From an optimization exercise on the open Yosys and OpenROAD flow, aimed at small area, a short achievable clock period and few clock cycles; shortcuts taken in it are not production practice. Only simulation tests tie the RTL to the original design; equivalence was not proved. Power and IR drop assume default switching activity.

==> flow/design.v, too long to show whole: its modules and the start of the top module <==
// module Register_File: 36 lines
// module Mul_CSA: 806 lines
// module Mul_CSA2: 246 lines
// module Mips_Top: 169 lines
module Mips_Top (
  input     wire              CLK,
  input     wire              RST,
  output    wire    [31:0]    PC,
  input     wire    [31:0]    Instr,
  output    wire    [31:0]    DataAddr,
  output    wire    [31:0]    WriteData,
  output    wire              MemWrite,
  input     wire    [31:0]    ReadData);
  // ...
==> flow/flow/run.sh <==
#!/bin/bash
# The standard ORFS layout, with repair_timing asked for setup slack
# margin: the design is laid out and signed off at the design's clock and
# constraints, and the repair steps aim at a shorter achieved period.
set -euo pipefail
bash standard.sh SETUP_SLACK_MARGIN=17.8 finish > standard.log 2>&1
==> flow/standard.sh <==
#!/bin/bash
# synth_recipe.tcl (not shown) runs the flow's synth.tcl, then flattens the netlist and writes it again
# the make line also repeats each setting of config.mk as NAME=value (left out here)
make -C /OpenROAD-flow-scripts/flow DESIGN_CONFIG=/design/flow/config.mk WORK_HOME=/design/flow/orfs CLKGATE_MAP_FILE= SYNTH_SCRIPT=/design/flow/synth_recipe.tcl "${@:-finish}"
==> flow/config.mk <==
export PLATFORM = sky130hd
export DESIGN_NAME = Mips_Top
export DESIGN_NICKNAME = Mips_Top
export VERILOG_FILES = /design/flow/design.v
export SDC_FILE = /design/flow/constraint.sdc
export NUM_CORES = 8
export LEC_CHECK = 0
export CAP_MARGIN = 20
export CORE_MARGIN = 2
export CORE_UTILIZATION = 40
export CTS_CLUSTER_DIAMETER = 100
export CTS_CLUSTER_SIZE = 25
export SLEW_MARGIN = 20
==> flow/constraint.sdc <==
create_clock -name core_clock -period 24.0 [get_ports {CLK}]
set_input_delay 4.8000 -clock core_clock [delete_from_list [all_inputs] [get_ports {CLK}]]
set_output_delay 4.8000 -clock core_clock [all_outputs]
set_load 0.01 [all_outputs]
==> impl_metrics.yaml, run 1 <==
synth:
  synth_top_area_share_pct: 42.0
  synth_edf_count: 1024
  yosys-top-cells-area: "edfxtp_1, fa_1, dfxtp_1"
  yosysSeqAreaShare_pct: 51.2
  synth_seq_cells: 1350
  synth_area_sq_um: 73200
  synth_top_family_by_area: "compound AO/OA/AOI/OAI gates"
  netlist_top_cells_count: "edfxtp_1, a22oi_1, nor2_1"
  async_flop_share_pct: 2.74
routing:
  vias: 60600
  wl_met2_um: 137000
  drt_iter0_drc: 10500
  routed_via_density: 6.84
  routed_wl_um: 331000
die:
  start_util_pct: 40.1
  coreArea_sq_um: 182000
pwr:
  leakagePower_nw: 30.9
  p_comb_share_pct: 58.2
  p_sw_w: 0.00639
placed_design:
  dpl_cell_area_sq_um: 80400
  placedCellCount: 8629
setup_path:
  crit_top_cell: "buf_4"
  rr_startpoint: "e_fbw$_DFF_P_"
  r2r_slack_ps: 17930
  path_cells: "buf_4, nand3b_1, buf_4, nor2_4, buf_6, a22o_1, a221oi_1, nand4_1, or3_1"
  cpLargestDelayFamily: "simple AND/OR/NAND/NOR gates"
  cp.required_ps: 24690
final_layout:
  buffers: 450
  final_area_sq_um: 84100
  multiInputGateArea_sq_um: 35000
min_path:
  hold_start: "e_we$_DFF_P_"
global_routing:
  grt_max_degree: 67
  grt.met1_usage_pct: 42.9
outcome:
  outcome: "complete, no violations"
clock_network:
  cts_made_buffers: 68
sta:
  worst_slack_ps: 17710
Testbench counts, summed over its fixed seeds: cycles 35,985.
==> run 2: changes to the inputs <==
==> flow/flow/run.sh (replaced) <==
#!/bin/bash
# The standard ORFS layout, with repair_timing asked for setup slack
# margin: the design is laid out and signed off at the design's clock and
# constraints, and the repair steps aim at a shorter achieved period.
set -euo pipefail
bash standard.sh SETUP_SLACK_MARGIN=17.9 finish > standard.log 2>&1
--- a/flow/config.mk
+++ b/flow/config.mk
@@ -9,5 +9,5 @@
 export CORE_MARGIN = 2
 export CORE_UTILIZATION = 40
 export CTS_CLUSTER_DIAMETER = 100
-export CTS_CLUSTER_SIZE = 25
+export CTS_CLUSTER_SIZE = 20
 export SLEW_MARGIN = 20
==> run 2 against run 1 <==
- still clean
- fmax is 1.7% higher
- critical path depth is 1 lower
- count of clock-buffer cells in the layout is 21 higher
- sequential share of layout area is 0.55 points lower
- routed wire length is 3.4% higher
- synthesized area stayed put
- clock power is 8% higher
- total power is 1.1% higher
- highest routed layer unchanged
==> impl_metrics.yaml, run 2 <==
synth:
  synth_top_family_by_area: "compound AO/OA/AOI/OAI gates"
  synth.most_common_cell: "edfxtp_1"
  yosysTopAreaCell: "edfxtp_1"
  synthCells: 6267
  ys_warn_count: 5
  syn-num-nets: 6884
  yosysSeqAreaShare_pct: 51.2
  synthFlopType: "edfxtp_1"
  synth_top_area_share_pct: 42.0
  synth_compound_area_share_pct: 16.7
  synth_simple_gate_area_share_pct: 9.34
  synth_mux_area_share_pct: 1.27
  synthAdderAreaFrac_pct: 14.0
  synth.avg_cell_area_sq_um: 11.7
  netlist_top_cells_count: "edfxtp_1, a22oi_1, nor2_1"
  yosys-top-cells-area: "edfxtp_1, fa_1, dfxtp_1"
  synth_edf_count: 1024
  async_flop_share_pct: 2.74
  synthXorXnorAreaFrac_pct: 2.57
  synth_seq_cells: 1350
  ys_types: 80
  synth_area_sq_um: 73200
pwr:
  p_sw_share_pct: 47.2
  p_sw_w: 0.00643
  p_comb_share_pct: 57.8
  leakagePower_nw: 31.4
  intPower_w: 0.00719
  pwr_density_cell_nw_per_um2: 160
  p_seq_share_pct: 30.8
  vdd_drop_max_mv: 0.285
  clockPowerShare_pct: 11.3
routing:
  routed_via_density: 6.82
  wl_per_cell_um: 38.3
  dr.pass1.iters: 8
  remaining_drc_errors: 0
  routed_wl_um: 342000
  postRouteAntennaNets: 0
  vias: 60900
  drt_iter0_drc: 10100
clock_network:
  numClockSinks: 1350
  clk_pin_slew_worst_paths_ps: 90
  clk-insertion-delay-late_ps: 810
  cts_root_buf: "clkbuf_16"
  htreeDepth: 3
  cts_tree: "yes"
  cts_hold_buf: 0
  clock_path_buffers: 3
  cts_made_buffers: 82
final_layout:
  final_common_cell: "edfxtp_1"
  seqCellArea_sq_um: 37600
  multiInputGateArea_sq_um: 35100
  area_growth_pct: 16.3
  fill_cells: 16300
  regMostFlops: "U_Register_File.rf"
  final_core_util_pct: 46.6
  final_cells: 8929
  final_area_sq_um: 85100
  nets: 7091
  largest_reg_flops: 1024
  drive_gt1_share_pct: 16.9
  layout_common_cells: "edfxtp_1, inv_1, a22oi_1"
setup_path:
  r2r_cells: 18
  path_max_fanout: 32
  cp.required_ps: 24610
  r2r_slack_ps: 18010
  endpoint_kind: "flip-flop"
  critPathLaunchType: "input pin"
  cp.arrival_ps: 6790
  crit_type: "input pin to flip-flop"
global_routing:
  met2_usage_pct: 52.0
  antenna_found_initial: 20
  grt_pass1_vias: 58700
  grt_max_degree: 65
  grt.met1_usage_pct: 44.1
  grt.total_usage_pct: 35.6
  grt_overflow: 0
  grt_first_pass_wirelength_um: 464000
  top_usage_layer: "met2"
  met3_usage_pct: 13.6
die:
  die_w_um: 432
  chipHeight_um: 432
  design.die.area_sq_um: 186000
  ios: 163
  coreArea_sq_um: 182000
  start_util_pct: 40.1
  row_count: 157
job:
  maxCapViolCount: 0
sta:
  max_freq_mhz: 162
  worstMarginPinSlew_ps: 1240
  hold_viol_final: 0
  post-route-min-period_ps: 6180
  fin_crit_sh_pct: 25.8
  drv_slew: 0
  rsz0062_at_grt: "yes"
  tns_ps: 0
  relSlewSlack_pct: 16.8
  setup_viol_count_final: 0
  skew_ps: 72.1
placed_design:
  place_hpwl_um: 192000
  place_congestion: 1.00
  placedCellCount: 8633
  port_buffers: 162
  dpl_cell_area_sq_um: 80500
min_path:
  hp-class: "flip-flop to flip-flop"
  whs_path_depth: 0
outcome:
  outcome: "complete, no violations"
[run 2: cell counts after synthesis]
No cell type changed its count.
[run 2: stage by stage]
| step | total power [W] | worst slack [ps] | hold slack, ps |
|---|---|---|---|
| after floorplan | 0.00867 | 17410 | 332 |
| after CTS | 0.0135 | 17900 | 362 |
| after global placement | 0.0119 | 15880 | 351 |
| after global routing | 0.0145 | 17860 | 381 |
| final | 0.0136 | 17820 | 360 |
| after detailed placement | 0.0119 | 15860 | 349 |
[run 2: worst max-delay path, stage by stage]
cell and delay [ps]:
buf_6 150, or2_4 220, buf_12 150, nor2_4 40
buf_6 240, a221oi_2 380, nand3_1 110, or4_1 540
[run 2: path summary, 6_finish.rpt]
check,startpoint,end
worst max register to register,e_fbw$_DFF_P_,m_alu[17]$_DFF_PN0_
worst min register to register,e_lw$_DFF_P_,m_lw$_DFF_PN0_
min in group asynchronous,RST,m_valid$_DFF_PN0_
max in group asynchronous,RST,m_lw$_DFF_PN0_
worst max-delay path,Instr[22],e_A[11]$_DFF_P_
worst min-delay path,e_lw$_DFF_P_,m_lw$_DFF_PN0_
[run 2: logic make-up after synthesis]
family | count (synthesis)
adders and majority gates | 582
buffers and inverters | 927
DFF | 1350
and+or+nand+nor | 1441
AOI/OAI and AO/OA | 1660
muxes | 92
xor gates and xnor gates | 215
[run 2: per-layer routing]
| metal | vias up | wire length [um] |
|---|---|---|
| li1 | 23600 | - |
| met3 | 1664 | 50500 |
| met1 | 30200 | 118000 |
| met4 | 22 | 30100 |
| met2 | 5469 | 142000 |
| met5 | - | 414 |
[run 2: final cells by class]
type                       count  area share [%]
antenna                       10          0.0294
clock buffer                 127            2.63
clock inverter                17           0.354
inverter                     555            2.48
multi-input combinational   3990            41.3
sequential                  1350            44.2
tap                         2385            3.51
timing repair buffer         494            5.57
timing repair inverter         1         0.00588
[run 2: repair_timing]
item                                    in CTS  in global routing
setup buffers                               89                 42
pin swaps                                   24                 21
gates resized for setup                    664                130
endpoints found under the setup margin     210                119
gates cloned                                 4                  7
[run 2: power by group through the flow]
stage	clock network (W)	registers (W)	logic [W]
floorplan	0	0.00397	0.00471
global placement	0	0.00422	0.00770
detailed placement	0	0.00421	0.00773
CTS	0.00154	0.00417	0.00781
global route	0.00162	0.00425	0.00860
finish	0.00154	0.00420	0.00788
==> run 3: changes to the inputs <==
--- a/flow/config.mk
+++ b/flow/config.mk
@@ -7,7 +7,7 @@
 export LEC_CHECK = 0
 export CAP_MARGIN = 20
 export CORE_MARGIN = 2
-export CORE_UTILIZATION = 40
+export CORE_UTILIZATION = 34
 export CTS_CLUSTER_DIAMETER = 100
-export CTS_CLUSTER_SIZE = 20
+export CTS_CLUSTER_SIZE = 25
 export SLEW_MARGIN = 20
==> run 3 against run 2 <==
- still clean on timing, DRC and antenna
- clock skew is 0.54 ps higher
- worst hold slack better by 1.8 ps
- critical path depth up 2
- die area grew 17%
- first-iteration DRC count is 9.8% higher
- synthesized area stayed put
- count of clock-buffer cells in the layout is 18 lower
- critical path type unchanged
- critical endpoint is now e_A[27]$_DFF_P_
- largest cell class unchanged
- largest power group unchanged
==> impl_metrics.yaml, run 3 <==
clock_network:
  cts_made_buffers: 68
  cts_tree: "yes"
  numClockSinks: 1350
  htreeDepth: 3
  clk_pin_slew_worst_paths_ps: 90
  cts_root_buf: "clkbuf_16"
  clk-insertion-delay-late_ps: 750
  cts_hold_buf: 0
  clock_path_buffers: 3
setup_path:
  path_buf_inv: 4
  critPathMaxStageDelay_ps: 480
  slowest_stage: "or4_1"
  cp.arrival_ps: 6770
  crit_type: "input pin to flip-flop"
  path_cells: "buf_6, nand2b_4, buf_12, buf_4, nor2_4, buf_8, a22o_1, a221oi_2, nand3_1, or4_1"
  cp.required_ps: 24610
  cpLargestDelayFamily: "simple AND/OR/NAND/NOR gates"
  critPathLaunchType: "input pin"
  endpoint_kind: "flip-flop"
  path_max_fanout: 32
placed_design:
  pre_cts_ws_ps: 15920
  place_congestion: 0.964
  place_hpwl_um: 188000
  port_buffers: 162
sta:
  tns_ps: 0
  post-route-min-period_ps: 6170
  fin_crit_sh_pct: 25.7
  worstMarginPinSlew_ps: 1150
  drv_slew: 0
  skew_ps: 72.6
  worst_slack_ps: 17830
  relSlewSlack_pct: 22.8
  rsz0062_at_grt: "yes"
  max_freq_mhz: 162
  setup_viol_count_final: 0
  hold_viol_final: 0
final_layout:
  fill_cells: 20300
  largest_reg_flops: 1024
  final_common_cell: "edfxtp_1"
  regMostFlops: "U_Register_File.rf"
  drive_gt1_share_pct: 17.0
  area_growth_pct: 16.8
  nets: 7087
  layout_common_cells: "edfxtp_1, inv_1, a22oi_1"
synth:
  ys_warn_count: 5
  ys_types: 80
  synthCells: 6267
  synth_edf_count: 1024
  syn-num-nets: 6884
  synth_top_area_share_pct: 42.0
  yosysSeqAreaShare_pct: 51.2
  netlist_top_cells_count: "edfxtp_1, a22oi_1, nor2_1"
  synth.avg_cell_area_sq_um: 11.7
  synth_area_sq_um: 73200
  synthFlopType: "edfxtp_1"
  async_flop_share_pct: 2.74
  synth.most_common_cell: "edfxtp_1"
  yosysTopAreaCell: "edfxtp_1"
  yosys-top-cells-area: "edfxtp_1, fa_1, dfxtp_1"
  synth_seq_cells: 1350
routing:
  dr.pass1.iters: 11
  routed_via_density: 6.50
  routed_wl_um: 334000
  wl_per_cell_um: 35.6
  remaining_drc_errors: 0
  drt_iter0_drc: 11100
  vias: 61000
  postRouteAntennaNets: 0
pwr:
  intPower_w: 0.00706
  vdd_drop_max_mv: 0.366
  leakagePower_nw: 31.3
  pwr_density_cell_nw_per_um2: 154
  p_comb_share_pct: 57.7
  p_sw_w: 0.00614
  p_seq_share_pct: 31.8
  clockPowerShare_pct: 10.5
  p_sw_share_pct: 46.5
global_routing:
  grt_max_degree: 69
  grt_pass1_vias: 58400
  grt.total_usage_pct: 29.4
  grt_first_pass_wirelength_um: 454000
  antenna_found_initial: 15
  grt_overflow: 0
die:
  row_count: 170
  chipHeight_um: 468
  design.die.area_sq_um: 219000
  die_w_um: 468
  coreArea_sq_um: 214000
  start_util_pct: 34.1
  ios: 163
job:
  maxCapViolCount: 0
min_path:
  hp-class: "flip-flop to flip-flop"
outcome:
  outcome: "complete, no violations"
-- run 3: kinds of logic (layout without fill, tap and decap cells) --
kind of cell	Yosys count	in the layout	synth area share [%]
AOI/OAI and AO/OA	1660	1660	16.7
adders and majority gates	582	582	14.0
DFF	1350	1350	51.2
buffers and inverters	927	1186	4.88
xor gates and xnor gates	215	215	2.57
and+or+nand+nor	1441	1441	9.34
other	0	12	0
muxes	92	92	1.27
-- run 3: area by class of cell --
class                   instances  area, sq um  share of cell area (%)
well taps                    2838         3550                    4.15
multi-input cells            3990        35200                    41.1
repair buffers                505         4840                    5.66
clock inverters                17          280                   0.328
inverters                     555         2110                    2.46
diodes                         12         30.0                  0.0351
flip-flops and latches       1350        37600                    44.0
clock buffers                 109         1900                    2.22
-- run 3: power by group through the flow --
stage	clock network, W	registers, W	logic, W
6_report	0.00139	0.00420	0.00761
2_1_floorplan	0	0.00397	0.00471
3_3_place_gp	0	0.00422	0.00732
5_1_grt	0.00148	0.00425	0.00836
3_5_place_dp	0	0.00420	0.00741
4_1_cts	0.00140	0.00416	0.00752
-- run 3: path summary, 6_finish.rpt --
check                              start                  end  slack, ps  depth (start not counted)
max                            Instr[22]      e_A[27]$_DFF_P_      17830                         10
min in group asynchronous            RST  m_alu[13]$_DFF_PN0_       4060                          1
min reg2reg                 e_we$_DFF_P_         m_we$_DFF_P_        360                          0
min                         e_we$_DFF_P_         m_we$_DFF_P_        360                          0
max in group asynchronous            RST       m_lw$_DFF_PN0_      19420                          1
max reg2reg                e_faw$_DFF_P_  m_alu[22]$_DFF_PN0_      18000                         19
-- run 3: layer usage --
layer,vias up,wire [um],global-route usage [%]
met5,-,487,0.725
met1,29900,114000,36.6
met4,23,27000,16.3
met2,5880,138000,43.1
met3,1622,54200,11.9
li1,23600,-,-
-- run 3: metrics by stage --
step | power, W | utilization [%] | hold WS (ps) | cell area, sq um | cells
after floorplan | 0.00867 | - | 332 | 76700 | 6267
final | 0.0132 | 39.9 | 362 | 85500 | 9376
after global placement | 0.0115 | 37.8 | 338 | 81000 | 9080
after CTS | 0.0131 | 39.4 | 364 | 84500 | 9296
after detailed placement | 0.0116 | 37.8 | 351 | 81000 | 9081
after global routing | 0.0141 | 39.9 | 380 | 85500 | 9365
-- run 3: repair_timing --
action	CTS	global route
gates cloned	4	6
setup buffers	85	62
gates resized for setup	641	186
pin swaps	20	22
endpoints found under the setup margin	1233	295
==> run 4: changes to the inputs <==
--- a/flow/config.mk
+++ b/flow/config.mk
@@ -7,7 +7,7 @@
 export LEC_CHECK = 0
 export CAP_MARGIN = 20
 export CORE_MARGIN = 2
-export CORE_UTILIZATION = 34
+export CORE_UTILIZATION = 47
 export CTS_CLUSTER_DIAMETER = 100
 export CTS_CLUSTER_SIZE = 25
 export SLEW_MARGIN = 20
==> run 4 against run 3 <==
- total power is 0.25% higher
- still clean
- critical endpoint is now e_A[17]$_DFF_P_
- setup slack lost 35 ps
- worst hold slack lost 3.9 ps
- clock power is essentially flat
- sequential power about the same
- routed wire length rose by 0.96%
==> impl_metrics.yaml, run 4 <==
outcome:
  outcome: "complete, no violations"
setup_path:
  critPathLaunchType: "input pin"
  endpoint_kind: "flip-flop"
  path_cells: "buf_6, or3_4, nor2_4, buf_6, a22o_1, a221oi_1, nand4_1, or3_1"
  cp.required_ps: 24620
  crit_type: "input pin to flip-flop"
  slowest_stage: "a22o_1"
  path_buf_inv: 2
  r2r_cells: 19
  cp.arrival_ps: 6820
  crit_cells: 8
  critPathMaxStageDelay_ps: 350
  crit_top_cell: "buf_6"
  path_max_fanout: 33
  cpLargestDelayFamily: "simple AND/OR/NAND/NOR gates"
job:
  maxCapViolCount: 0
final_layout:
  nets: 7115
  fill_cells: 12900
  final_area_sq_um: 84900
  layout_common_cells: "edfxtp_1, inv_1, a22oi_1"
  final_common_cell: "edfxtp_1"
  multiInputGateArea_sq_um: 35200
  area_growth_pct: 16.0
  final_core_util_pct: 55.0
  largest_reg_flops: 1024
  regMostFlops: "U_Register_File.rf"
  seqCellArea_sq_um: 37600
  drive_gt1_share_pct: 17.3
synth:
  ys_types: 80
  synth_area_sq_um: 73200
  synth.avg_cell_area_sq_um: 11.7
  netlist_top_cells_count: "edfxtp_1, a22oi_1, nor2_1"
  yosys-top-cells-area: "edfxtp_1, fa_1, dfxtp_1"
  yosysSeqAreaShare_pct: 51.2
  synthCells: 6267
  synth_edf_count: 1024
  synth_seq_cells: 1350
  yosysTopAreaCell: "edfxtp_1"
  async_flop_share_pct: 2.74
  synth.most_common_cell: "edfxtp_1"
  synthFlopType: "edfxtp_1"
  ys_warn_count: 5
  syn-num-nets: 6884
  synth_top_area_share_pct: 42.0
routing:
  highest_layer: "met5"
  dr.pass1.iters: 8
  routed_via_density: 7.07
  route.met3.wl_um: 51400
  wl_met2_um: 139000
  routed_wl_um: 337000
  vias: 60800
  met1_length_um: 117000
  remaining_drc_errors: 0
  wl_per_cell_um: 39.2
  postRouteAntennaNets: 0
  drt_iter0_drc: 10400
die:
  row_count: 144
  chipHeight_um: 399
  coreArea_sq_um: 154000
  die_w_um: 399
  design.die.area_sq_um: 159000
  start_util_pct: 47.4
  ios: 163
clock_network:
  cts_hold_buf: 0
  clk_pin_slew_worst_paths_ps: 110
  numClockSinks: 1350
  clk-insertion-delay-late_ps: 760
  cts_tree: "yes"
  cts_root_buf: "clkbuf_16"
  htreeDepth: 3
  clock_path_buffers: 3
  cts_made_buffers: 68
sta:
  fin_crit_sh_pct: 25.8
  worstMarginPinSlew_ps: 1220
  hold_viol_final: 0
  whs_ps: 358
  setup_viol_count_final: 0
  tns_ps: 0
  max_freq_mhz: 161
  drv_slew: 0
  skew_ps: 52.6
  rsz0062_at_grt: "yes"
  post-route-min-period_ps: 6200
  relSlewSlack_pct: 18.7
global_routing:
  grt_overflow: 0
  grt_max_degree: 65
  grt.total_usage_pct: 40.9
  antenna_found_initial: 15
  grt_first_pass_wirelength_um: 452000
  grt_pass1_vias: 57700
pwr:
  pwr_density_cell_nw_per_um2: 156
  vdd_drop_max_mv: 0.247
  leakagePower_nw: 31.5
  power.total_w: 0.0132
placed_design:
  place_congestion: 0.985
  dpl_cell_area_sq_um: 80100
  port_buffers: 162
  place_hpwl_um: 186000
min_path:
  hp-class: "flip-flop to flip-flop"
  whs_path_depth: 0
==> run 4: final cells by class <==
cell class	count	area share [%]
repair buffers	533	6.21
flip-flops and latches	1350	44.3
well taps	2044	3.01
clock inverters	17	0.309
clock buffers	108	2.23
multi-input cells	3990	41.5
inverters	555	2.47
diodes	9	0.0265
==> run 4: worst register-to-register path: stages (launching register included) <==
cell and delay [ps]:
dfxtp_2 340, buf_8 280, mux2i_1 370, o21a_1 150
buf_4 330, clkinvlp_4 310, ha_1 250, inv_1 70
fa_1 440, fa_1 500, inv_1 70, fa_1 510
inv_1 60, fa_1 450, fa_1 510, fa_1 400
or3_1 430, o21ai_0 110, nor2_1 60, a21oi_1 260
==> run 4: worst paths after layout <==
path / start / to / slack [ps]
max in group asynchronous: RST / m_alu[25]$_DFF_PN0_ / 18800
setup / recovery: Instr[25] / e_A[17]$_DFF_P_ / 17800
setup reg to reg: e_faw$_DFF_P_ / m_alu[22]$_DFF_PN0_ / 18030
hold reg to reg: e_lw$_DFF_P_ / m_lw$_DFF_PN0_ / 360
hold / removal: e_lw$_DFF_P_ / m_lw$_DFF_PN0_ / 360
min in group asynchronous: RST / mw_q$_DFF_PN0_ / 4690
==> run 4: per-stage QoR <==
| stage | std cells | worst slack, ps |
|---|---|---|
| after floorplan | 6267 | 17410 |
| after global placement | 8296 | 15820 |
| after detailed placement | 8296 | 15750 |
| after CTS | 8530 | 17870 |
| after global routing | 8598 | 17850 |
| final | 8606 | 17800 |
==> run 4: logic make-up (layout without fill, tap and decap cells) <==
group | count (synthesis) | count (layout) | synth area share [%]
flops | 1350 | 1350 | 51.2
buf+inv | 927 | 1213 | 4.88
fa+ha+maj | 582 | 582 | 14.0
simple gates | 1441 | 1441 | 9.34
other cells | 0 | 9 | 0
mux | 92 | 92 | 1.27
compound gates | 1660 | 1660 | 16.7
xor+xnor | 215 | 215 | 2.57
==> run 4: repair_timing <==
action / CTS / global route
endpoints found under the setup margin: 200 / 104
cloned: 2 / 11
buffers inserted: 107 / 56
pin swaps: 29 / 31
resized for setup: 680 / 155
==> run 4: power breakdown <==
group / internal (W) / total, W / leakage, nW / switching (W)
Clock: 0.000577 / 0.00139 / 1.04 / 0.000815
Combinational: 0.00293 / 0.00766 / 17.6 / 0.00473
Sequential: 0.00358 / 0.00418 / 12.9 / 0.000602
==> run 4: layer usage <==
metal  GRT usage, %  up-vias
met3           14.2     1647
met5          0.212        -
met1           52.2    29800
met4           25.2       16
met2           59.7     5646
li1               -    23700
==> run 5: changes to the inputs <==
--- a/flow/config.mk
+++ b/flow/config.mk
@@ -7,7 +7,7 @@
 export LEC_CHECK = 0
 export CAP_MARGIN = 20
 export CORE_MARGIN = 2
-export CORE_UTILIZATION = 47
+export CORE_UTILIZATION = 40
 export CTS_CLUSTER_DIAMETER = 100
 export CTS_CLUSTER_SIZE = 25
 export SLEW_MARGIN = 20
==> run 5 against run 4 <==
- global-route usage fell by 5.3 points
- sequential power is essentially flat
- clock power grew 3%
- largest power group unchanged
- critical path depth rose by 2
- critical path type unchanged
==> impl_metrics.yaml, run 5 <==
outcome:
  outcome: "complete, no violations"
routing:
  drt_iter0_drc: 9573
  vias: 60800
  routed_via_density: 6.83
  remaining_drc_errors: 0
  wl_per_cell_um: 38.1
  postRouteAntennaNets: 0
  dr.pass1.iters: 9
  routed_wl_um: 339000
global_routing:
  antenna_found_initial: 18
  grt_pass1_vias: 58700
  grt_overflow: 0
  grt.total_usage_pct: 35.6
  grt_first_pass_wirelength_um: 463000
  grt_max_degree: 65
clock_network:
  cts_made_buffers: 70
  cts_hold_buf: 0
  numClockSinks: 1350
  cts_root_buf: "clkbuf_16"
  cts_tree: "yes"
  clock_path_buffers: 3
  clk_pin_slew_worst_paths_ps: 100
  htreeDepth: 3
  clk-insertion-delay-late_ps: 800
die:
  row_count: 157
  coreArea_sq_um: 182000
  die_w_um: 432
  start_util_pct: 40.1
  design.die.area_sq_um: 186000
  chipHeight_um: 432
  ios: 163
synth:
  synth_top_area_share_pct: 42.0
  yosys-top-cells-area: "edfxtp_1, fa_1, dfxtp_1"
  synth.most_common_cell: "edfxtp_1"
  syn-num-nets: 6884
  synth_area_sq_um: 73200
  netlist_top_cells_count: "edfxtp_1, a22oi_1, nor2_1"
  ys_warn_count: 5
  synthCells: 6267
  synthFlopType: "edfxtp_1"
  yosysTopAreaCell: "edfxtp_1"
  synth.avg_cell_area_sq_um: 11.7
  synth_edf_count: 1024
  async_flop_share_pct: 2.74
  synth_seq_cells: 1350
  yosysSeqAreaShare_pct: 51.2
  ys_types: 80
final_layout:
  final_common_cell: "edfxtp_1"
  area_growth_pct: 15.7
  nets: 7068
  regMostFlops: "U_Register_File.rf"
  drive_gt1_share_pct: 16.7
  layout_common_cells: "edfxtp_1, inv_1, a22oi_1"
  fill_cells: 16300
  final_core_util_pct: 46.4
  largest_reg_flops: 1024
  final_area_sq_um: 84700
pwr:
  vdd_drop_max_mv: 0.286
  pwr_density_cell_nw_per_um2: 160
  leakagePower_nw: 31.2
sta:
  tns_ps: 0
  max_freq_mhz: 162
  drv_slew: 0
  hold_viol_final: 0
  setup_viol_count_final: 0
  relSlewSlack_pct: 21.2
  worstMarginPinSlew_ps: 1180
  skew_ps: 79.7
  post-route-min-period_ps: 6160
  fin_crit_sh_pct: 25.7
  rsz0062_at_grt: "yes"
setup_path:
  path_max_fanout: 32
  critPathLaunchType: "input pin"
  cp.arrival_ps: 6830
  cp.required_ps: 24670
  endpoint_kind: "flip-flop"
  crit_type: "input pin to flip-flop"
placed_design:
  port_buffers: 162
  place_congestion: 1.00
  dpl_cell_area_sq_um: 80500
  place_hpwl_um: 192000
job:
  maxCapViolCount: 0
min_path:
  hp-class: "flip-flop to flip-flop"
[run 5: cell counts after synthesis]
Identical to the previous run, type by type.
[run 5: metal layers]
| layer | global-route usage, % | vias to the layer above | wire length [um] |
|---|---|---|---|
| met5 | 0.703 | - | 414 |
| met4 | 23.4 | 14 | 31100 |
| met3 | 13.4 | 1738 | 49600 |
| met2 | 51.7 | 5324 | 140000 |
| met1 | 44.0 | 30100 | 118000 |
| li1 | - | 23600 | - |
[run 5: cell families (layout without fill, tap and decap cells)]
logic type / after synthesis / after routing / synth area share [%]
other: 0 / 9 / 0
adder cells (fa/ha/maj): 582 / 582 / 14.0
XOR/XNOR: 215 / 215 / 2.57
multiplexers: 92 / 92 / 1.27
flip-flops: 1350 / 1350 / 51.2
AO/OA/AOI/OAI: 1660 / 1660 / 16.7
buffers and inverters: 927 / 1167 / 4.88
AND/OR/NAND/NOR: 1441 / 1441 / 9.34
[run 5: final timing paths]
| kind | startpoint | end | slack (ps) | cells after the start |
|---|---|---|---|---|
| min reg2reg | e_lw$_DFF_P_ | m_lw$_DFF_PN0_ | 370 | 0 |
| min in group asynchronous | RST | m_valid$_DFF_PN0_ | 4150 | 1 |
| min | e_lw$_DFF_P_ | m_lw$_DFF_PN0_ | 370 | 0 |
| max | Instr[22] | e_A[30]$_DFF_P_ | 17840 | 10 |
| max reg2reg | e_fbw$_DFF_P_ | m_alu[22]$_DFF_PN0_ | 17990 | 19 |
| max in group asynchronous | RST | m_alu[23]$_DFF_PN0_ | 18630 | 2 |
[run 5: critical path: stages]
cell	delay, ps
buf_6	150
nand2b_4	210
buf_4	140
buf_4	110
nor2_4	40
buf_12	200
a22o_1	330
a221oi_2	190
nand4_1	170
or3_1	350
[run 5: timing repair]
item | 4_1_cts | 5_1_grt
gates cloned | 4 | 2
resized for setup | 688 | 111
pin swaps | 23 | 16
setup buffers | 106 | 18
setup endpoints to repair | 216 | 117
[run 5: stage by stage]
step           std cells  total power (W)  hold WS [ps]  setup slack, ps
2_1_floorplan       6267          0.00867           332            17410
3_3_place_gp        8631           0.0119           351            15880
3_5_place_dp        8633           0.0119           349            15860
4_1_cts             8871           0.0134           364            17890
5_1_grt             8897           0.0144           384            17840
6_report            8901           0.0135           365            17840
[run 5: where the power goes]
| group | leakage, nW | switching, W | internal (W) |
|---|---|---|---|
| Clock | 1.08 | 0.000842 | 0.000590 |
| Combinational | 17.2 | 0.00495 | 0.00292 |
| Sequential | 12.9 | 0.000621 | 0.00358 |
| Total | 31.2 | 0.00642 | 0.00709 |
[run 5: area by class of cell]
type | count | area, sq um | share of cell area (%)
Antenna cell | 9 | 22.5 | 0.0266
Clock buffer | 108 | 1930 | 2.27
Clock inverter | 20 | 332 | 0.392
Inverter | 555 | 2100 | 2.49
Multi-Input combinational cell | 3990 | 35100 | 41.5
Sequential cell | 1350 | 37600 | 44.4
Tap cell | 2385 | 2980 | 3.52
Timing Repair Buffer | 484 | 4600 | 5.43
==> run 6: changes to the inputs <==
==> flow/flow/run.sh (replaced) <==
#!/bin/bash
# The standard ORFS layout (standard.sh), in two calls:
#  1. synthesis and floorplan with no setup margin, so the floorplan's
#     timing repair (which sees no wires yet) leaves the netlist alone;
#  2. the rest, with repair_timing asked for a setup slack margin, so the
#     placed design is repaired towards a shorter achieved period.
# The design is laid out and signed off at the design's clock and
# constraints throughout.
set -euo pipefail
bash standard.sh SETUP_SLACK_MARGIN=0 floorplan > standard_floorplan.log 2>&1
bash standard.sh SETUP_SLACK_MARGIN=18.0 finish > standard.log 2>&1
==> run 6 against run 5 <==
- setup slack lost 54 ps
- critical path depth is 1 lower
- first-iteration DRC count rose by 38%
- clock power barely moved
- critical path type unchanged
- largest cell class unchanged
- critical endpoint is now e_B[22]$_DFF_P_
- worst hold slack better by 8.0 ps
- sequential power about the same
- core utilization is 1.1 points higher
- routed wire length grew 10%
- global-route usage rose by 1.4 points
- highest routed layer unchanged
- die area did not move
==> impl_metrics.yaml, run 6 <==
synth:
  synth_area_sq_um: 73200
  yosysTopAreaCell: "edfxtp_1"
  synth_compound_area_share_pct: 16.7
  ys_types: 80
  synth_seq_cells: 1350
  synth_edf_count: 1024
  netlist_top_cells_count: "edfxtp_1, a22oi_1, nor2_1"
  async_flop_share_pct: 2.74
  synthXorXnorAreaFrac_pct: 2.57
  synthFlopType: "edfxtp_1"
  synth.avg_cell_area_sq_um: 11.7
  yosysSeqAreaShare_pct: 51.2
  synth_top_area_share_pct: 42.0
  ys_warn_count: 5
  synthAdderAreaFrac_pct: 14.0
  yosys-top-cells-area: "edfxtp_1, fa_1, dfxtp_1"
  synth_top_family_by_area: "compound AO/OA/AOI/OAI gates"
  synthCells: 6267
  synth.most_common_cell: "edfxtp_1"
  syn-num-nets: 6884
  synth_simple_gate_area_share_pct: 9.34
  synth_mux_area_share_pct: 1.27
placed_design:
  place_hpwl_um: 196000
  port_buffers: 162
  pre_cts_ws_ps: 15560
  place_congestion: 0.983
  dpl_cell_area_sq_um: 78900
sta:
  skew_ps: 67.7
  setup_viol_count_final: 0
  drv_slew: 0
  tns_ps: 0
  worst_slack_ps: 17780
  relSlewSlack_pct: 17.8
  rsz0062_at_grt: "yes"
  post-route-min-period_ps: 6220
  fin_crit_sh_pct: 25.9
  max_freq_mhz: 161
  worstMarginPinSlew_ps: 1220
  hold_viol_final: 0
routing:
  routed_wl_um: 374000
  remaining_drc_errors: 0
  drt_iter0_drc: 13200
  dr.pass1.iters: 9
  vias: 64500
  routed_via_density: 7.13
  wl_per_cell_um: 41.4
  postRouteAntennaNets: 0
die:
  chipHeight_um: 432
  die_w_um: 432
  coreArea_sq_um: 182000
  design.die.area_sq_um: 186000
  start_util_pct: 40.1
  ios: 163
  row_count: 157
setup_path:
  cp.arrival_ps: 6950
  path_buf_inv: 4
  critPathLaunchType: "input pin"
  crit_type: "input pin to flip-flop"
  critPathMaxStageDelay_ps: 490
  path_max_fanout: 13
  slowest_stage: "or3b_4"
  endpoint_kind: "flip-flop"
  cpLargestDelayFamily: "simple AND/OR/NAND/NOR gates"
  path_cells: "buf_8, or3b_4, buf_6, nor2_4, clkbuf_16, buf_16, a22oi_1, nand4_1, or3_1"
  cp.required_ps: 24740
final_layout:
  drive_gt1_share_pct: 15.9
  layout_common_cells: "edfxtp_1, a22oi_1, inv_1"
  area_growth_pct: 18.4
  final_area_sq_um: 86700
  nets: 7182
  largest_reg_flops: 1024
  regMostFlops: "U_Register_File.rf"
  fill_cells: 16100
  final_common_cell: "edfxtp_1"
clock_network:
  clk_pin_slew_worst_paths_ps: 110
  htreeDepth: 3
  cts_root_buf: "clkbuf_16"
  cts_tree: "yes"
  cts_made_buffers: 70
  numClockSinks: 1350
  clk-insertion-delay-late_ps: 790
  clock_path_buffers: 3
global_routing:
  grt_first_pass_wirelength_um: 479000
  antenna_found_initial: 39
  grt_overflow: 0
  grt.total_usage_pct: 37.0
  grt_pass1_vias: 59500
  grt_max_degree: 65
min_path:
  hp-class: "flip-flop to flip-flop"
pwr:
  pwr_density_cell_nw_per_um2: 170
  vdd_drop_max_mv: 0.508
  leakagePower_nw: 32.2
job:
  maxCapViolCount: 0
outcome:
  outcome: "complete, no violations"
## run 6: cell types whose count changed in the layout (fill, tap and decap cells not counted), moves of 8 or more
cell | before | now
a22oi_1 | 514 | 603
a22oi_2 | 95 | 6
a221oi_2 | 171 | 88
a221oi_1 | 53 | 133
buf_12 | 39 | 101
clkbuf_16 | 73 | 110
buf_2 | 75 | 40
buf_6 | 57 | 85
diode_2 | 9 | 37
buf_4 | 231 | 255
dfxtp_1 | 238 | 223
dfxtp_2 | 22 | 34
a21oi_2 | 29 | 20
bufbuf_16 | 4 | 12
## run 6: final cells by class
cell class | instances | area, sq um | area share (%)
Antenna cell | 37 | 92.6 | 0.107
Clock inverter | 17 | 305 | 0.352
Multi-Input combinational cell | 3992 | 34400 | 39.6
Sequential cell | 1350 | 37600 | 43.4
Clock buffer | 112 | 1980 | 2.29
Timing Repair Buffer | 596 | 7250 | 8.37
Inverter | 555 | 2110 | 2.44
Tap cell | 2385 | 2980 | 3.44
## run 6: kinds of logic after synthesis
kind of cell,Yosys count
compound gates,1660
xor+xnor,215
fa+ha+maj,582
buf+inv,927
flops,1350
mux,92
simple gates,1441
## run 6: stage by stage
stage / util, % / instances / total power (W) / hold slack, ps
2_1_floorplan: - / 6267 / 0.00859 / 332
3_3_place_gp: 43.2 / 8631 / 0.0124 / 347
3_5_place_dp: 43.2 / 8633 / 0.0125 / 355
4_1_cts: 45.9 / 8887 / 0.0140 / 375
5_1_grt: 47.5 / 9009 / 0.0154 / 384
6_report: 47.5 / 9044 / 0.0148 / 373
## run 6: worst paths after layout
kind / start / to / slack, ps / cells after the start
setup / recovery: Instr[19] / e_B[22]$_DFF_P_ / 17780 / 9
hold / removal: e_mul$_DFF_P_ / m_mul$_DFF_PN0_ / 370 / 0
setup reg to reg: e_B[2]$_DFF_P_ / m_alu[19]$_DFF_PN0_ / 18020 / 17
hold reg to reg: e_mul$_DFF_P_ / m_mul$_DFF_PN0_ / 370 / 0
max in group asynchronous: RST / m_alu[22]$_DFF_PN0_ / 19060 / 2
min in group asynchronous: RST / m_alu[4]$_DFF_PN0_ / 3930 / 1
## run 6: layer usage
metal	GRT usage [%]	vias up	wire [um]
li1	-	23900	-
met2	53.1	6847	149000
met5	0.390	-	1190
met3	15.4	2287	61200
met4	26.1	50	40300
met1	44.7	31500	123000
## run 6: report_power, final
part           total [W]  internal, W  switching [W]  leakage (nW)
Clock            0.00146     0.000619       0.000846          1.09
Combinational    0.00908      0.00316        0.00593          18.2
Sequential       0.00420      0.00358       0.000618          12.9
Total             0.0148      0.00736        0.00739          32.2
## run 6: repair_timing
action	CTS	global route
gates resized for setup	890	266
hold endpoints to repair	0	0
hold buffers	0	0
endpoints found under the setup margin	1246	213
cloned	17	39
pin swaps	22	63
setup buffers	108	81
==> run 7: changes to the inputs <==
--- a/flow/flow/run.sh
+++ b/flow/flow/run.sh
@@ -8,4 +8,4 @@
 # constraints throughout.
 set -euo pipefail
 bash standard.sh SETUP_SLACK_MARGIN=0 floorplan > standard_floorplan.log 2>&1
-bash standard.sh SETUP_SLACK_MARGIN=18.0 finish > standard.log 2>&1
+bash standard.sh SETUP_SLACK_MARGIN=17.9 finish > standard.log 2>&1
==> run 7 against run 6 <==
- cell count shrank 1.9%
- cell area decreased by 3.9%
- routed wire length shrank 7.7%
- combinational power is 6.2% lower
- sequential share of layout area is 1.7 points higher
- synthesized area stayed put
- synthesized cell count stayed put
- setup slack worse by 47 ps
- register-to-register slack improved by 20 ps
- clock power barely moved
- sequential power barely moved
- global-route usage down 1.1 points
==> impl_metrics.yaml, run 7 <==
clock_network:
  htreeDepth: 3
  cts_made_buffers: 70
  cts_tree: "yes"
  clock_path_buffers: 3
  clk_pin_slew_worst_paths_ps: 110
  cts_root_buf: "clkbuf_16"
  numClockSinks: 1350
  clk-insertion-delay-late_ps: 760
die:
  design.die.area_sq_um: 186000
  chipHeight_um: 432
  ios: 163
  start_util_pct: 40.1
  die_w_um: 432
  row_count: 157
  coreArea_sq_um: 182000
pwr:
  p_sw_w: 0.00706
  p_sw_share_pct: 49.9
  p_comb_share_pct: 60.2
  power.total_w: 0.0142
  intPower_w: 0.00709
  vdd_drop_max_mv: 0.576
  p_seq_share_pct: 29.5
  clockPowerShare_pct: 10.3
  pwr_density_cell_nw_per_um2: 170
  leakagePower_nw: 30.8
routing:
  wl_per_cell_um: 39.0
  remaining_drc_errors: 0
  postRouteAntennaNets: 0
  routed_via_density: 6.90
  drt_iter0_drc: 11300
  vias: 61200
  routed_wl_um: 346000
  dr.pass1.iters: 12
synth:
  synth_seq_cells: 1350
  yosysSeqAreaShare_pct: 51.2
  ys_warn_count: 5
  async_flop_share_pct: 2.74
  synth_area_sq_um: 73200
  ys_types: 80
  synth.most_common_cell: "edfxtp_1"
  synth_top_area_share_pct: 42.0
  synth_edf_count: 1024
  netlist_top_cells_count: "edfxtp_1, a22oi_1, nor2_1"
  yosysTopAreaCell: "edfxtp_1"
  yosys-top-cells-area: "edfxtp_1, fa_1, dfxtp_1"
  syn-num-nets: 6884
  synthCells: 6267
  synthFlopType: "edfxtp_1"
  synth.avg_cell_area_sq_um: 11.7
final_layout:
  fill_cells: 16400
  layout_common_cells: "edfxtp_1, a22oi_1, inv_1"
  nets: 7034
  final_common_cell: "edfxtp_1"
  area_growth_pct: 13.9
  drive_gt1_share_pct: 12.5
  largest_reg_flops: 1024
  regMostFlops: "U_Register_File.rf"
setup_path:
  slowest_stage: "or4_1"
  critPathLaunchType: "input pin"
  endpoint_kind: "flip-flop"
  cpLargestDelayFamily: "simple AND/OR/NAND/NOR gates"
  path_cells: "buf_6, nand3b_1, buf_12, nor2_4, buf_12, a22o_1, a221oi_1, nand3_1, or4_1"
  cp.required_ps: 24650
  crit_type: "input pin to flip-flop"
  critPathMaxStageDelay_ps: 520
  critPathLaunch: "Instr[25]"
  path_max_fanout: 32
  crit_top_cell: "buf_12"
  path_buf_inv: 3
  cp.arrival_ps: 6910
  rr_startpoint: "e_faw$_DFF_P_"
sta:
  setup_viol_count_final: 0
  worstMarginPinSlew_ps: 1170
  hold_viol_final: 0
  relSlewSlack_pct: 21.9
  rsz0062_at_grt: "yes"
  post-route-min-period_ps: 6260
  max_freq_mhz: 160
  skew_ps: 58.4
  fin_crit_sh_pct: 26.1
  tns_ps: 0
  drv_slew: 0
placed_design:
  place_hpwl_um: 196000
  port_buffers: 162
  place_congestion: 0.983
global_routing:
  grt.total_usage_pct: 35.8
  grt.met1_usage_pct: 44.2
  grt_pass1_vias: 58700
  grt_overflow: 0
  met2_usage_pct: 52.2
  grt_first_pass_wirelength_um: 466000
  antenna_found_initial: 16
  met3_usage_pct: 13.8
  grt_max_degree: 65
  top_usage_layer: "met2"
outcome:
  outcome: "complete, no violations"
job:
  maxCapViolCount: 0
min_path:
  hp-class: "flip-flop to flip-flop"
  hold_start: "e_mul$_DFF_P_"
[run 7: cell counts after synthesis]
No cell type changed its count.
[run 7: worst paths after layout]
kind | endpoint | slack (ps) | cells after the start
worst max-delay path | e_A[26]$_DFF_P_ | 17740 | 9
worst min-delay path | m_mul$_DFF_PN0_ | 370 | 0
min in group asynchronous | m_alu[4]$_DFF_PN0_ | 3950 | 1
worst min register to register | m_mul$_DFF_PN0_ | 370 | 0
worst max register to register | m_alu[19]$_DFF_PN0_ | 18040 | 18
max in group asynchronous | m_alu[22]$_DFF_PN0_ | 19070 | 2
[run 7: power by group through the flow]
stage	clock network (W)	logic, W	registers (W)
after detailed placement	0	0.00832	0.00417
after CTS	0.00145	0.00838	0.00412
final	0.00146	0.00852	0.00417
after global routing	0.00154	0.00907	0.00421
after floorplan	0	0.00467	0.00392
after global placement	0	0.00822	0.00418
[run 7: worst register-to-register path, stage by stage, from the launching register on]
cell and delay (ps):
dfxtp_2 360, buf_12 230, mux2i_1 190, o21a_1 190, buf_4 210, inv_1 350
nand2_1 140, fa_1 570, inv_1 60, fa_1 520, inv_1 70, fa_1 440
fa_1 490, fa_1 530, fa_1 440, or3_1 400, o21ai_0 90, o21ai_0 130
a21oi_2 390
[run 7: kinds of logic (layout without fill, tap and decap cells)]
kind of cell	after synthesis	in the layout	synth area share, %
multiplexers	92	92	1.27
other	0	9	0
XOR/XNOR	215	215	2.57
flip-flops	1350	1350	51.2
buffers and inverters	927	1134	4.88
adder cells (fa/ha/maj)	582	582	14.0
AO/OA/AOI/OAI	1660	1660	16.7
AND/OR/NAND/NOR	1441	1441	9.34
[run 7: metal layers]
metal,vias to the layer above,part of all wire [%]
met3,1736,15
met1,30100,34
li1,23500,-
met4,18,9.2
met5,-,0.096
met2,5804,41
[run 7: area by class of cell]
cell class                      count  area [sq um]  share of cell area [%]
Antenna cell                        9          22.5                  0.0270
Tap cell                         2385          2980                    3.58
Timing Repair Buffer              450          4540                    5.45
Inverter                          555          2110                    2.53
Sequential cell                  1350         37600                    45.1
Clock inverter                     17           305                   0.366
Multi-Input combinational cell   3990         33800                    40.6
Clock buffer                      112          1980                    2.38
[run 7: per-stage QoR]
step | instances | cell area [sq um] | setup WS (ps) | hold WS (ps) | utilization (%)
floorplan | 6267 | 73200 | 16920 | 332 | -
global placement | 8631 | 78900 | 15550 | 347 | 43.2
detailed placement | 8633 | 78900 | 15560 | 355 | 43.2
CTS | 8825 | 82400 | 17900 | 375 | 45.2
global route | 8860 | 83400 | 17840 | 384 | 45.7
finish | 8868 | 83400 | 17740 | 374 | 45.7
[run 7: repair_timing]
item                       in CTS  in global routing
hold buffers                    0                  0
pin swaps                      13                 22
setup endpoints to repair     458                158
gates resized for setup       656                227
setup buffers                  61                 27
cloned                          2                  7

[what the ideal ports hide]
How much do the figures lean on ideal ports? The routed layouts below were timed once more, with nothing changed but the port constraints. Step 1 sets driving cells, clkbuf_16 on the clock port and buf_2 on the other inputs (assumed; they add their load-dependent delay and slew). Step 2 times the ports against the registers' clock, not the clock port: input delays grow and output delays shrink by t, the midpoint of the rising clock arrivals with the driver on. Three values: ideal, step 1, step 2; two values: the first two.
run	t (ns)	setup slack, ns	latest minus earliest clock arrival (ns)
run 1	0.822	17.707 / 17.753 / 16.947	0.066 / 0.066
run 2	0.855	17.815 / 17.843 / 17.007	0.073 / 0.073
run 3	0.799	17.832 / 17.792 / 17.031	0.074 / 0.074
run 4	0.816	17.796 / 17.834 / 17.018	0.058 / 0.059
run 5	0.844	17.837 / 17.814 / 17.036	0.080 / 0.080
run 6	0.838	17.784 / 17.779 / 16.941	0.081 / 0.082
run 7	0.808	17.736 / 17.729 / 16.921	0.062 / 0.062
After both steps setup and hold are still met in every run listed. The setup slack of run 6, which loses most, moves by -0.005 ns with the drivers and by -0.843 ns with both steps.
